Context: an optimization exercise on an open-source flow, tuned for small area. The choices shown serve that exercise and are no tape-out recipe.
Function was checked by simulation only, so behaviour that the tests miss may differ from the original.
Power figures rest on the tool's default switching activity, not on a simulated workload.

==> flow/design.v (excerpt) <==
module sync_block (
    input         clock,
    input         reset,
    input  [7:0]  strategy_sel,
    input         start,
    input         fg_opto,
    input         phase,
    input         wire_sensor,
    input         detector_ready,
    input  [31:0] fg_open_delay,
    input  [31:0] detector_ready_timeout,
    input  [31:0] phase_shift,
    input  [31:0] detonate_len,
    input  [31:0] trigger_len,
    output        detonator_triggered,
    output        output_trigger,
    output        valid_scenario,
    output [7:0]  scenario_state
);
localparam [3:0] IDLE = 4'd0, FG_WAIT_OPTO = 4'd1, FG_WAIT_OPEN = 4'd2, DETONATE = 4'd3,
                 WIRE_TRIGGER = 4'd4, WAIT_PHASE_FRONT = 4'd5, WAIT_PHASE_DELAY = 4'd6,
                 TRIGGER_PROLONG = 4'd7, DETECTOR_BUSY = 4'd8, DETECTOR_WAIT = 4'd9,
                 DETECTOR_FINISHED = 4'd10;
wire s0 = (strategy_sel == 8'd0);
wire s1 = (strategy_sel == 8'd1);
wire s2 = (strategy_sel == 8'd2);
wire s3 = (strategy_sel == 8'd3);
wire s4 = (strategy_sel == 8'd4);
wire valid = s1 | s2 | s3 | s4;
reg [3:0]  st;       
reg [31:0] cnt;
reg        det, trig;
reg        start_p, fg_p, wire_p, phase_p;
wire start_e = start & ~start_p;
wire fg_e    = fg_opto & ~fg_p;
wire wire_e  = wire_sensor & ~wire_p;
  ...
export LEC_CHECK = 0
export CAP_MARGIN = 5
export CORE_MARGIN = 2
export CORE_UTILIZATION = 40
export GPL_TIMING_DRIVEN = 0
export SLEW_MARGIN = 5
create_clock -name core_clock -period 6.0 [get_ports {clock}]
standard.sh (not shown) runs the stock make flow with config.mk's settings and CLKGATE_MAP_FILE= SYNTH_SCRIPT=/design/flow/synth_recipe.tcl, a recipe that flattens the netlist after the stock synthesis.
==> flow/flow/run.sh <==
#!/bin/bash
# Standard layout, with two changes:
#  - the port buffers use the smallest buffer cell (buf_1);
#  - synthesis maps logic with an area-oriented ABC script (flow/abc_area.script).
# Every tool's output goes to a log file in this folder.
set -euo pipefail
HERE=$(pwd)
mkdir -p "$HERE/scripts"
cp -r "$FLOW_HOME/scripts/." "$HERE/scripts/"
cp "$HERE/flow/abc_area.script" "$HERE/scripts/abc_area.script"
export SCRIPTS_DIR="$HERE/scripts"
export ABC_AREA=1
export BUFFER_PORTS_ARGS="-buffer_cell sky130_fd_sc_hd__buf_1"
bash standard.sh > standard_flow.log 2>&1
==> flow/flow/abc_area.script <==
strash
dch
map -D 5000
topo
dnsize
Edit:
==> flow/flow/abc_area.script (replaced) <==
strash
dch
map -D 4000
topo
dnsize
- CAP_MARGIN: 5 -> 20
- SLEW_MARGIN: 5 -> 20
=> The new run completed without violations; clock-buffer cell count increases by 1; final area increases slightly; worst hold slack barely changes; sequential power hardly moves; die area stays the same; final cell count decreases slightly; worst setup slack gains 0.092 ns; clock power increases by roughly a tenth; synthesized area is unchanged.
Edit:
==> flow/flow/run.sh (replaced) <==
#!/bin/bash
# Standard layout, with these changes:
#  - the port buffers use the smallest buffer cell (buf_1);
#  - synthesis maps logic with an area-oriented ABC script (flow/abc_area.script);
#  - clock tree synthesis uses clkbuf_8 buffers and no dummy loads.
# Every tool's output goes to a log file in this folder.
set -euo pipefail
HERE=$(pwd)
mkdir -p "$HERE/scripts"
cp -r "$FLOW_HOME/scripts/." "$HERE/scripts/"
cp "$HERE/flow/abc_area.script" "$HERE/scripts/abc_area.script"
export SCRIPTS_DIR="$HERE/scripts"
export ABC_AREA=1
export BUFFER_PORTS_ARGS="-buffer_cell sky130_fd_sc_hd__buf_1"
export CTS_ARGS="-sink_clustering_enable -repair_clock_nets -buf_list sky130_fd_sc_hd__clkbuf_8 -dont_use_dummy_load"
bash standard.sh > standard_flow.log 2>&1
- CAP_MARGIN: 20 -> 5
- SLEW_MARGIN: 20 -> 5
Wire length went up by 5.1%.
Flip-flop and latch count is unchanged.
Sequential share of layout area is higher by 0.37 points.
Total power decreases by about 10%.
Synthesized area does not change.
Hold slack hardly moves.
Setup slack is worse by 0.11 ns.

* * *

sync_block, a different RTL version from the one above (not shown whole).
Size: about 43 flip-flops, ~190 I/O pins, ~3200 µm² of cells after synthesis.
Settings: LEC_CHECK=0, CAP_MARGIN=5, CORE_MARGIN=2, CORE_UTILIZATION=65, GPL_TIMING_DRIVEN=0, SLEW_MARGIN=5; clock period 6.0 ns.
==> flow/flow/run.sh <==
#!/bin/bash
# Standard layout, with these changes:
#  - the port buffers use the smallest buffer cell (buf_1);
#  - synthesis maps logic with an area-oriented ABC script (flow/abc_area.script);
#  - clock tree synthesis uses clkbuf_8 buffers and no dummy loads.
# Every tool's output goes to a log file in this folder.
set -euo pipefail
HERE=$(pwd)
mkdir -p "$HERE/scripts"
cp -r "$FLOW_HOME/scripts/." "$HERE/scripts/"
cp "$HERE/flow/abc_area.script" "$HERE/scripts/abc_area.script"
export SCRIPTS_DIR="$HERE/scripts"
export ABC_AREA=1
export BUFFER_PORTS_ARGS="-buffer_cell sky130_fd_sc_hd__buf_1"
export CTS_ARGS="-sink_clustering_enable -repair_clock_nets -buf_list sky130_fd_sc_hd__clkbuf_8 -dont_use_dummy_load"
bash standard.sh > standard_flow.log 2>&1
==> flow/flow/abc_area.script <==
strash
&get -n
&st
&dch
&nf -R 50
&put
topo
The starting point passed the timing, design-rule and antenna checks.
Then changed:
CORE_UTILIZATION = 50   (was 65)
PLACE_DENSITY = 0.75   (was unset)
The changed run completed with no timing, DRC or antenna violations.
Clock power stays flat.
Wire length came out lower by roughly a tenth.
Global-route usage went down by 10 points.
Power hardly moves.
Flip-flop and latch count stays the same.
Register-to-register slack gains 0.19 ns.
Cell area rises slightly.
Die area grows by a quarter to a third.
Worst hold slack gets worse by 0.021 ns.
Combinational power fell by a few percent.

* * *

== run 1 ==
The RTL this note starts from:
==> flow/design.v <==
module sync_block (
    input         clock,
    input         reset,
    input  [7:0]  strategy_sel,
    input         start,
    input         fg_opto,
    input         phase,
    input         wire_sensor,
    input         detector_ready,
    input  [31:0] fg_open_delay,
    input  [31:0] detector_ready_timeout,
    input  [31:0] phase_shift,
    input  [31:0] detonate_len,
    input  [31:0] trigger_len,
    output        detonator_triggered,
    output        output_trigger,
    output        valid_scenario,
    output [7:0]  scenario_state
);
localparam [3:0] IDLE = 4'd0, FG_WAIT_OPTO = 4'd1, FG_WAIT_OPEN = 4'd2, DETONATE = 4'd3,
                 WIRE_TRIGGER = 4'd4, WAIT_PHASE_FRONT = 4'd5, WAIT_PHASE_DELAY = 4'd6,
                 TRIGGER_PROLONG = 4'd7, DETECTOR_BUSY = 4'd8, DETECTOR_WAIT = 4'd9,
                 DETECTOR_FINISHED = 4'd10;
wire s0 = (strategy_sel == 8'd0);
wire s1 = (strategy_sel == 8'd1);
wire s2 = (strategy_sel == 8'd2);
wire s3 = (strategy_sel == 8'd3);
wire s4 = (strategy_sel == 8'd4);
wire valid = s1 | s2 | s3 | s4;
reg [3:0]  st;       
reg [31:0] cq;        
localparam [31:0] CPOL = 32'hFFFFFFFF;
wire [31:0] cnt = cq ^ CPOL;
reg        det, trig;
reg        start_p, fg_p, wire_p, phase_p;
wire start_e = start & ~start_p;
wire fg_e    = fg_opto & ~fg_p;
wire wire_e  = wire_sensor & ~wire_p;
wire phase_e = phase & ~phase_p;
wire is_fgo  = (st == FG_WAIT_OPEN);
wire is_det  = (st == DETONATE);
wire is_wpd  = (st == WAIT_PHASE_DELAY);
wire is_tp   = (st == TRIGGER_PROLONG);
wire is_db   = (st == DETECTOR_BUSY);
wire is_dw   = (st == DETECTOR_WAIT);
wire is_test = s0 & st[0];
wire [31:0] lim = ({32{is_fgo}} & fg_open_delay) | ({32{is_det}} & detonate_len) |
                  ({32{is_tp}} & trigger_len) | ({32{is_wpd}} & phase_shift) |
                  ({32{is_dw}} & detector_ready_timeout);
wire [3:0] glt, geq;
genvar gi, gj;
generate for (gj = 0; gj < 4; gj = gj + 1) begin : g_grp
    wire [8:0] bw;
    assign bw[0] = 1'b0;
    for (gi = 0; gi < 8; gi = gi + 1) begin : g_bit
        wire c = cnt[8*gj+gi], l = lim[8*gj+gi];
        assign bw[gi+1] = (~c & l) | (~c & bw[gi]) | (l & bw[gi]);
    end
    assign glt[gj] = bw[8];
    assign geq[gj] = (cnt[8*gj+7:8*gj] == lim[8*gj+7:8*gj]);
end endgenerate
wire lt = glt[3] | geq[3] & (glt[2] | geq[2] & (glt[1] | geq[1] & glt[0]));
wire inc  = is_test | ((is_fgo | is_det | is_tp | is_wpd) & lt) | (is_dw & lt & ~detector_ready);
wire keep = inc | is_tp | is_db;
wire [31:0] all_ones_below;
assign all_ones_below[0] = 1'b1;
generate for (gi = 1; gi < 32; gi = gi + 1) begin : g_inc
    assign all_ones_below[gi] = all_ones_below[gi-1] & cnt[gi-1];
end endgenerate
reg [3:0] st_n;
always @(*) begin
    st_n = st;
    if (s0) begin
        if (st == IDLE && start) st_n = FG_WAIT_OPTO;
    end else if (valid) begin
        case (st)
            IDLE:              if (start_e) st_n = FG_WAIT_OPTO;
            FG_WAIT_OPTO:      if (fg_e) st_n = FG_WAIT_OPEN;
            FG_WAIT_OPEN:      if (!lt) st_n = s2 ? TRIGGER_PROLONG : s4 ? WAIT_PHASE_FRONT : DETONATE;
            DETONATE:          if (!lt) st_n = WIRE_TRIGGER;
            WIRE_TRIGGER:      if (wire_e) st_n = s1 ? TRIGGER_PROLONG : WAIT_PHASE_FRONT;
            WAIT_PHASE_FRONT:  if (phase_e) st_n = WAIT_PHASE_DELAY;
            WAIT_PHASE_DELAY:  if (!lt) st_n = TRIGGER_PROLONG;
            TRIGGER_PROLONG:   if (!lt) st_n = (s2 | s4) ? IDLE : DETECTOR_BUSY;
            DETECTOR_BUSY:     if (~detector_ready) st_n = DETECTOR_WAIT;
            DETECTOR_WAIT:     if (!(lt & ~detector_ready)) st_n = DETECTOR_FINISHED;
            DETECTOR_FINISHED: if (~start) st_n = IDLE;
            default:           st_n = IDLE;
        endcase
    end
end
always @(posedge clock) begin
    start_p <= start;
    fg_p    <= fg_opto;
    wire_p  <= wire_sensor;
    phase_p <= phase;
    cq <= CPOL ^ ((cnt ^ ({32{inc}} & all_ones_below)) & {32{keep & ~reset}});
    if (reset) begin
        st   <= IDLE;
        det  <= 1'b0;
        trig <= 1'b0;
    end else begin
        st   <= st_n;
        det  <= is_det & lt;
        trig <= (is_tp & lt) | (s3 & is_wpd & ~lt);
    end
end
reg [3:0] st_out;
always @(*) begin
    st_out = st;
    if (s1 & st[3]) st_out = st - 4'd2;                    
    if (s1 & st == TRIGGER_PROLONG) st_out = 4'd5;
    if (s2 & st == TRIGGER_PROLONG) st_out = 4'd3;
    if (s4 & st[2] & (st[1] | st[0])) st_out = st - 4'd2;  
end
assign detonator_triggered = det;
assign output_trigger      = trig;
assign valid_scenario      = valid;
assign scenario_state      = {cnt[6:3] & {4{s0}}, (cnt[2:0] & {3{s0}}) | st_out[3:1], st_out[0]};
endmodule
==> flow/config.mk <==
export PLATFORM = sky130hd
export DESIGN_NAME = sync_block
export DESIGN_NICKNAME = sync_block
export VERILOG_FILES = /design/flow/design.v
export SDC_FILE = /design/flow/constraint.sdc
export NUM_CORES = 4
export LEC_CHECK = 0
export CAP_MARGIN = 5
export CORE_MARGIN = 2
export CORE_UTILIZATION = 50
export GPL_TIMING_DRIVEN = 0
export PLACE_DENSITY = 0.75
export SLEW_MARGIN = 5
==> flow/constraint.sdc <==
create_clock -name core_clock -period 6.0 [get_ports {clock}]
set_input_delay 1.2000 -clock core_clock [delete_from_list [all_inputs] [get_ports {clock}]]
set_output_delay 1.2000 -clock core_clock [all_outputs]
set_load 0.01 [all_outputs]
Scripts as last shown in full above: flow/flow/run.sh, flow/flow/abc_area.script
Run 1 went all the way through synthesis, placement and routing and the layout is clean on timing, DRC and antenna.
Relative to run 1, the following input files were edited for run 2:
==> flow/flow/run.sh <==
#!/bin/bash
# Standard layout, with two changes:
#  - the port buffers use the smallest buffer cell (buf_1);
#  - synthesis maps logic with an area-oriented ABC script (flow/abc_area.script).
# Every tool's output goes to a log file in this folder.
set -euo pipefail
HERE=$(pwd)
mkdir -p "$HERE/scripts"
cp -r "$FLOW_HOME/scripts/." "$HERE/scripts/"
cp "$HERE/flow/abc_area.script" "$HERE/scripts/abc_area.script"
export SCRIPTS_DIR="$HERE/scripts"
export ABC_AREA=1
export BUFFER_PORTS_ARGS="-buffer_cell sky130_fd_sc_hd__buf_1"
bash standard.sh > standard_flow.log 2>&1
==> flow/flow/abc_area.script <==
strash
dch
map -D 4000
topo
dnsize
diff --git a/flow/config.mk b/flow/config.mk
--- a/flow/config.mk
+++ b/flow/config.mk
@@ -6,8 +6,7 @@
 export NUM_CORES = 4
 export LEC_CHECK = 0
-export CAP_MARGIN = 5
+export CAP_MARGIN = 20
 export CORE_MARGIN = 2
-export CORE_UTILIZATION = 50
+export CORE_UTILIZATION = 40
 export GPL_TIMING_DRIVEN = 0
-export PLACE_DENSITY = 0.75
-export SLEW_MARGIN = 5
+export SLEW_MARGIN = 20
[summary]
Compared with run 1, run 2 shows final cell count without fillers higher by 149. In run 2, the proportion of final cell area spent on non-clock buffers came out 1.9 points above the value in run 1. Re fraction of standard cell area in multi-input logic: run 2 is 3.8 points down on run 1. The HPWL after detailed placement reported for run 2 is greater than that of run 1 by about 2.3%. Between run 2 and run 1, it is run 2 whose transition time at the pin with the least slew margin is higher, by 17 ps. Worst hold slack ended up 23 ps lower on run 2 than on run 1. Of run 2 and run 1, the higher number of buffers other than clock buffers in the final layout belongs to run 2. Compared to run 1, run 2 shows a narrower setup margin. Relative to run 1, first-pass GRT wire length increased by 14% in run 2. Run 2 vs run 1: placer's final routability congestion estimate down by a few percent.
Relative to run 2, the following input files were edited for run 3:
==> flow/flow/run.sh <==
#!/bin/bash
# Standard layout, with these changes:
#  - the port buffers use the smallest buffer cell (buf_1);
#  - synthesis maps logic with an area-oriented ABC script (flow/abc_area.script);
#  - clock tree synthesis uses clkbuf_8 buffers and no dummy loads.
# Every tool's output goes to a log file in this folder.
set -euo pipefail
HERE=$(pwd)
mkdir -p "$HERE/scripts"
cp -r "$FLOW_HOME/scripts/." "$HERE/scripts/"
cp "$HERE/flow/abc_area.script" "$HERE/scripts/abc_area.script"
export SCRIPTS_DIR="$HERE/scripts"
export ABC_AREA=1
export BUFFER_PORTS_ARGS="-buffer_cell sky130_fd_sc_hd__buf_1"
export CTS_ARGS="-sink_clustering_enable -repair_clock_nets -buf_list sky130_fd_sc_hd__clkbuf_8 -dont_use_dummy_load"
bash standard.sh > standard_flow.log 2>&1
==> flow/flow/abc_area.script <==
strash
&get -n
&st
&dch
&nf -R 50
&put
topo
diff --git a/flow/config.mk b/flow/config.mk
--- a/flow/config.mk
+++ b/flow/config.mk
@@ -6,7 +6,7 @@
 export NUM_CORES = 4
 export LEC_CHECK = 0
-export CAP_MARGIN = 20
+export CAP_MARGIN = 5
 export CORE_MARGIN = 2
-export CORE_UTILIZATION = 40
+export CORE_UTILIZATION = 65
 export GPL_TIMING_DRIVEN = 0
-export SLEW_MARGIN = 20
+export SLEW_MARGIN = 5
### Flow results
Run 2 -> run 3: critical path depth decreased by more than a quarter. Compared with run 2, run 3 shows a wire length on met1 that is 21% lower. Against run 2, power consumed by combinational cells in run 3 fell by a few percent. Run 2 → run 3: total power dropped 1.6%; number of fill cells in the layout dropped about 70%; filler-free cell count of the finished design dropped 158; sequential share of power climbed 1.1 points. Re global-route wire length before repair: run 3 and run 2 aren't equal, and the higher value belongs to run 2. Compared with run 2, vias per cell in run 3 increased by more than 10%. Upper clock frequency limit shrinks slightly when moving from run 2 to run 3.
Inputs modified between run 3 and run 4:
diff --git a/flow/config.mk b/flow/config.mk
--- a/flow/config.mk
+++ b/flow/config.mk
@@ -8,5 +8,5 @@
 export CAP_MARGIN = 5
 export CORE_MARGIN = 2
-export CORE_UTILIZATION = 65
+export CORE_UTILIZATION = 40
 export GPL_TIMING_DRIVEN = 0
 export SLEW_MARGIN = 5
==> comparison <==
- Having completed the whole flow, run 4 delivered a layout that passed the timing, design-rule and antenna checks.
- Having completed the whole flow, run 3 delivered a layout that passed the timing, design-rule and antenna checks.
- Run 3 -> run 4: areal power density over the cells decreased by a few percent
- Run 4 has hold slack below what run 3 had.
- Setup slack is higher on run 4
- Relative to run 3, the number of vias in the routed layout measured on run 4 has decreased by more than 10%.
- Changes observed in run 4 relative to run 3: number of placed cells counting well taps now larger, first-pass iteration count of the detailed router fell by 4, met2 wire length dropped about 15%, synthesis-to-layout area growth now larger, number of non-filler instances in the completed layout now larger.

## separate check: timing with driven ports
The results above use ideal ports. As a check the final layouts listed here were re-extracted and re-timed, cells and wires unchanged. Step 1 (the two cells are an assumption about what drives the block):
set clk [get_ports {clock}]
set_driving_cell -lib_cell sky130_fd_sc_hd__clkbuf_16 $clk
set_driving_cell -lib_cell sky130_fd_sc_hd__buf_2 [delete_from_list [all_inputs] $clk]
Step 2, shift: input delay + t, output delay - t, t = (earliest + latest rising clock arrival at the registers) / 2. This alone moves slack from input paths to output paths. Three values: ideal ports, drivers, drivers and shift; two values: the first two.
run | shift t [ns] | slack for setup (ns) | worst register clock-pin slew, ns
the first run of note 1 | 0.325 | 0.575 / 0.575 / 0.509 | 0.09 / 0.09
the second run of note 1 | 0.319 | 0.667 / 0.667 / 0.585 | 0.08 / 0.08
the third run of note 1 | 0.309 | 0.556 / 0.556 / 0.512 | 0.08 / 0.08
the first run of note 2 | 0.316 | 0.254 / 0.254 / 0.098 | 0.08 / 0.08
the second run of note 2 | 0.323 | 0.449 / 0.449 / 0.378 | 0.08 / 0.08
run 1 | 0.319 | 0.455 / 0.455 / 0.455 | 0.08 / 0.08
run 2 | 0.324 | 0.358 / 0.367 / 0.043 | 0.09 / 0.09
run 3 | 0.327 | 0.260 / 0.260 / 0.260 | 0.08 / 0.08
run 4 | 0.314 | 0.419 / 0.419 / 0.419 | 0.08 / 0.08
After both steps every run listed still meets setup and hold. For run 2, which loses most, drivers alone change the setup slack by +0.009 ns; drivers and shift together by -0.315 ns.
